This design comes from an exercise in tuning for small area on the open sky130 flow, not from production work. Only simulation tests tie the RTL to the original design; equivalence was not proved.

`design/flow/design.v`:
```
`timescale 1ns / 1ps
module BCDDecoder(bcd, seg);
    input [3:0] bcd;
    output reg [6:0] seg;
    always @(bcd) begin
        case (bcd)
            0: seg = 7'b000_0001;
            1: seg = 7'b100_1111;
            2: seg = 7'b001_0010;
            3: seg = 7'b000_0110;
            4: seg = 7'b100_1100;
            5: seg = 7'b010_0100;
            6: seg = 7'b010_0000;
            7: seg = 7'b000_1111;
            8: seg = 7'b000_0000;
            9: seg = 7'b000_0100;
            default: seg = 7'b111_1111;  
        endcase        
    end
endmodule
`timescale 1ns / 1ps
module Counter24 #(parameter RATE = 1000000)(sysclk, rstn, ovf);
    input sysclk;
    input rstn;
    output reg ovf;
    reg [23:0] cnt;
    always @(posedge sysclk or negedge rstn) begin
        if (!rstn) begin
            cnt <= 0;
            ovf <= 0;
        end
        else begin
            if (cnt == RATE) begin
                ovf <= 1;
                cnt <= 0;
            end
            else begin
                ovf <= 0;
                cnt <= cnt + 1;
            end
        end
    end
endmodule
`timescale 1ns / 1ps
module FNDCounter(clk, rstn, clksel, ld, ld_val, seg, an);
    input clk;
    input rstn;
    input clksel;
    input ld;            
    input [31:0] ld_val;
    output [6:0] seg;    
    output reg [7:0] an; 
    reg [31:0] fndcnt;   
    reg [2:0]  fndsel;   
    reg [3:0] bcd;
    wire fndovf;
    wire fndovf1;
    wire fndovf2;
    wire refreshovf;
    Counter24                  fctr1(clk, rstn, fndovf1);    
    Counter24 #(.RATE(500000)) fctr2(clk, rstn, fndovf2);    
    Counter24 #(.RATE(125000)) rctr(clk, rstn, refreshovf);  
    BCDDecoder dec(bcd, seg);
    assign fndovf = (clksel) ? fndovf2 : fndovf1;
    always @(*) begin
        case (fndsel) 
            3'b000: begin
                an = 8'b1111_1110;
                bcd = fndcnt % 10;
            end
            3'b001: begin
                an = 8'b1111_1101;
                bcd = (fndcnt / 10) % 10;
            end
            3'b010: begin
                an = 8'b1111_1011;
                bcd = (fndcnt / 100) % 10;
            end
            3'b011: begin
                an = 8'b1111_0111;
                bcd = (fndcnt / 1000) % 10;
            end
            3'b100: begin
                an = 8'b1110_1111;
                bcd = (fndcnt / 10000) % 10;
            end
            3'b101: begin
                an = 8'b1101_1111;
                bcd = (fndcnt / 100000) % 10;
            end
            3'b110: begin
                an = 8'b1011_1111;
                bcd = (fndcnt / 1000000) % 10;
            end
            3'b111: begin
                an = 8'b0111_1111;
                bcd = (fndcnt / 10000000) % 10;
            end
            default: begin
                an = 8'b1111_1110;
                bcd = fndcnt % 10;
            end
        endcase
    end
    always @(posedge clk or negedge rstn) begin
        if (!rstn) begin
            fndcnt <= 0;
        end
        else begin
            if (ld)
                fndcnt <= ld_val;
            else if (fndovf)
                fndcnt <= fndcnt + 1;
        end
    end
    always @(posedge clk or negedge rstn) begin
        if (!rstn) begin
            fndsel <= 0;
        end
        else begin
            if (refreshovf)
                fndsel <= fndsel + 1;
        end
    end
endmodule
```
`design/flow/run.sh`:
```
#!/bin/bash
# synth_recipe.tcl (not shown) runs the flow's synth.tcl, then flattens the netlist and writes it again
# the make line also repeats each setting of config.mk as NAME=value (left out here)
make -C /OpenROAD-flow-scripts/flow DESIGN_CONFIG=/design/flow/config.mk WORK_HOME=/design/flow/orfs CLKGATE_MAP_FILE= SYNTH_SCRIPT=/design/flow/synth_recipe.tcl finish
```
`design/flow/config.mk`:
```
export PLATFORM = sky130hd
export DESIGN_NAME = FNDCounter
export DESIGN_NICKNAME = FNDCounter
export VERILOG_FILES = /design/flow/design.v
export SDC_FILE = /design/flow/constraint.sdc
export NUM_CORES = 4
export LEC_CHECK = 0
export CAP_MARGIN = 20
export CORE_MARGIN = 2
export CORE_UTILIZATION = 40
export SLEW_MARGIN = 20
```
`design/flow/constraint.sdc`:
```
create_clock -name core_clock -period 150.0 [get_ports {clk}]
set_input_delay 30.0000 -clock core_clock [delete_from_list [all_inputs] [get_ports {clk}]]
set_output_delay 30.0000 -clock core_clock [all_outputs]
set_load 0.01 [all_outputs]
```
==> flow_metrics.tcl <==
set metrics [dict create \
    post_cts_buffers 0 \
    hold_class "reg -> reg" \
    cts_tree "yes" \
    syn_area_um2 31400 \
    critPathMaxFanout 36 \
    slew_viol_final 0 \
    rsz0062_at_grt "no" \
    fmax_mhz 8.08 \
    syn_nets 4785 \
    grt_start_max_net_pins 67 \
    wire_per_inst_um 17.9 \
    antenna_found_initial 1 \
    fp.coreArea_um2 77600 \
    grt_remaining_overflow 0 \
    clock_sinks 110 \
    outcome "timing/DRC/antenna clean" \
    synth_top_area_cell "ha_1" \
    hold_viol 0 \
    via_per_inst 6.02 \
    area_delta_synth_final_pct 5.99 \
    synth.ff_latch_count 110 \
    num_vias 31941 \
    dpl.hpwl_mm 73.6 \
    drtIter0Drc 2433 \
    syn_area_per_cell_um2 7.29 \
    tns_ns 0 \
    place.gp.congestion 0.915 \
    wl_mm 95.0 \
    crit_type "reg -> out" \
    maxCapViolations 0 \
    synth_top_flop_cell "dfrtp_1" \
    first_global_vias 29228 \
    start_util_pct 40.5 \
    cp-end-kind "primary output" \
    ctsHtreeMaxLevel 3 \
    ant_nets 0 \
    die_x_um 284 \
    crit_top_cell "o21a_1" \
    cts_buffers 9 \
    synth_edf_count 0 \
    synth_cells 4311 \
    critPathLaunchType "flip-flop" \
    slew-limit-headroom_pct 28.5 \
    yosys_warnings 5 \
    pin_count 51 \
    path_buf_inv 22 \
    dp_slack_ns 27.84 \
    grt_pass1_wl_mm 154 \
    clk_latency_ns 0.38 \
    die_h_um 284 \
    synth_cell_types 123 \
    path_clk_slew_ns 0.09 \
    final_layout_size_suffix_gt1_share_pct 6.63 \
    worst_pin_slew_ns 1.04 \
    finalCriticalPeriod_ns 123.71 \
    grt.total_usage_pct 22.7 \
    seq_area_frac_synth_pct 8.76 \
    place.port_buffers 50 \
    ys_async_sr_fraction_pct 100 \
    setup_viol 0 \
    synth_top_area_share_pct 17.4 \
    finalClockSkew_ns 0.0189 \
    cp_top_family "compound AO/OA/AOI/OAI gates" \
    cts_resized 0 \
    max_stage_delay_ns 0.86 \
    layout_setup_ws_ns 26.29 \
    crit_path_top_delay_cell "o211a_1" \
    nets 4737 \
    clock_path_buffers 2 \
    crit_required_ns 120.00 \
    drc 0 \
    period_share_pct 82.5 \
    postLayoutCoreUtil_pct 42.9 \
    dieArea_um2 80800 \
    root_buffer "clkbuf_16" \
    post_synth_main_area_contributors "ha_1 17%, dfrtp_1 8.8%, nand2_1 5.4%" \
    rows 102 \
    cts_hold_buf 0 \
    critPathArrivalTime_ns 93.71 \
    drt_first_pass_iters 6 \
]
-- routing by layer --
metal,GRT usage (%),share of wire [%],vias up
met1,33.0,50,14937
met4,3.79,1.7,0
met5,0,0,-
met3,1.96,4.4,96
li1,-,-,16184
met2,36.8,44,724
-- kinds of logic (layout without fill, tap and decap cells) --
kind of cell	Yosys count	after routing	share of synthesized area, %
and+or+nand+nor	1672	1672	26.0
AOI/OAI and AO/OA	1363	1363	30.6
adders and majority gates	440	440	17.5
xor gates and xnor gates	309	309	8.61
buffers and inverters	269	226	3.36
muxes	148	148	5.19
DFF	110	110	8.76
other	0	1	0
-- synth_stat cells (117+ instances only) --
master   count
o31ai_1    125
o21ai_0    221
xor2_1     119
ha_1       438
xnor2_1    190
nand2_1    448
o21a_1     193
a21oi_1    265
nor3_1     245
a21o_1     121
inv_1      117
nor2_1     392
-- area by class of cell --
class	instances	area, µm²
Clock inverter	7	85.1
Fill cell	8129	44300
Multi-Input combinational cell	3932	27700
Clock buffer	9	225
Inverter	120	450
Timing Repair Buffer	90	793
Antenna cell	1	2.50
Tap cell	1040	1300
Sequential cell	110	2750
-- worst reg2reg max path: stages, from the launching register on --
cell	delay [ns]
dfrtp_1	0.61
and3_1	0.28
and3_1	0.21
nand3_1	0.12
nor2_1	0.26
and4_1	0.29
nand3_1	0.11
nor2_1	0.14
nand2_1	0.17
nor3_1	0.37
nand3_1	0.13
nor2_1	0.17
nand3_1	0.11
xor2_1	0.16
o21ai_0	0.14
-- final timing paths --
check	startpoint	endpoint	slack (ns)	cells after the start
worst max-delay path	fndsel[2]$_DFFE_PN0P_	seg[3]	26.29	407
worst min-delay path	rctr.cnt[23]$_DFF_PN0_	rctr.cnt[23]$_DFF_PN0_	0.48	1
worst max register to register	fndcnt[9]$_DFFE_PN0P_	fndcnt[31]$_DFFE_PN0P_	146.65	14
worst min register to register	rctr.cnt[23]$_DFF_PN0_	rctr.cnt[23]$_DFF_PN0_	0.48	1
max in group asynchronous	rstn	fndcnt[15]$_DFFE_PN0P_	119.07	2
min in group asynchronous	rstn	fctr1.cnt[10]$_DFF_PN0_	29.70	1
-- flip-flops by register name (all words and copies together), names as in the netlist --
signal	cells
fndcnt	32
fctr1.cnt	24
fctr2.cnt	24
rctr.cnt	24
fndsel	3
fctr1.ovf	1
fctr2.ovf	1
rctr.ovf	1
-- placed cells by master, fill, tap and decap left out, types with 81 or more instances in the layout --
cell,count
nand3_1,109
o21a_1,193
o21ai_0,220
ha_1,438
inv_1,115
nor3_1,245
o31ai_1,125
nor2_1,388
mux2_2,91
a21oi_1,262
xnor2_1,190
a21o_1,121
nand2_1,445
nand4_1,81
dfrtp_1,110
xor2_1,119
-- through the flow --
stage | instances | instance area [µm²] | hold slack [ns]
after detailed placement | 5292 | 33000 | 0.465
after CTS | 5308 | 33300 | 0.484
after global routing | 5308 | 33300 | 0.511
final | 5309 | 33300 | 0.481
after global placement | 5292 | 33000 | 0.468
after floorplan | 4311 | 31400 | 0.446

afterwards: timing with drivers on the ports:
In the flow no input, the clock included, has a driving cell. The finished layout below was timed again as built, in two steps. Step 1 (the two cells are an assumption about what drives the block):
set clk [get_ports {clk}]
set_driving_cell -lib_cell sky130_fd_sc_hd__clkbuf_16 $clk
set_driving_cell -lib_cell sky130_fd_sc_hd__buf_2 [delete_from_list [all_inputs] $clk]
Step 2 also shifts input and output timing later by t, the mid clock arrival at the registers, as if the neighbouring blocks saw the same clock. a / b / c = ideal / step 1 / step 2; a / b = the first two.
t, ns: 0.427
slack for setup (ns): 26.287 / 26.229 / 26.656
worst hold slack (ns): 0.481 / 0.481 / 0.481
slew at the worst register clock pin (ns): 0.09 / 0.09
pins driven straight from the clock port: 1
After both steps setup and hold are still met in this run. The setup slack of this run moves by -0.058 ns with the drivers and by +0.369 ns with both steps.
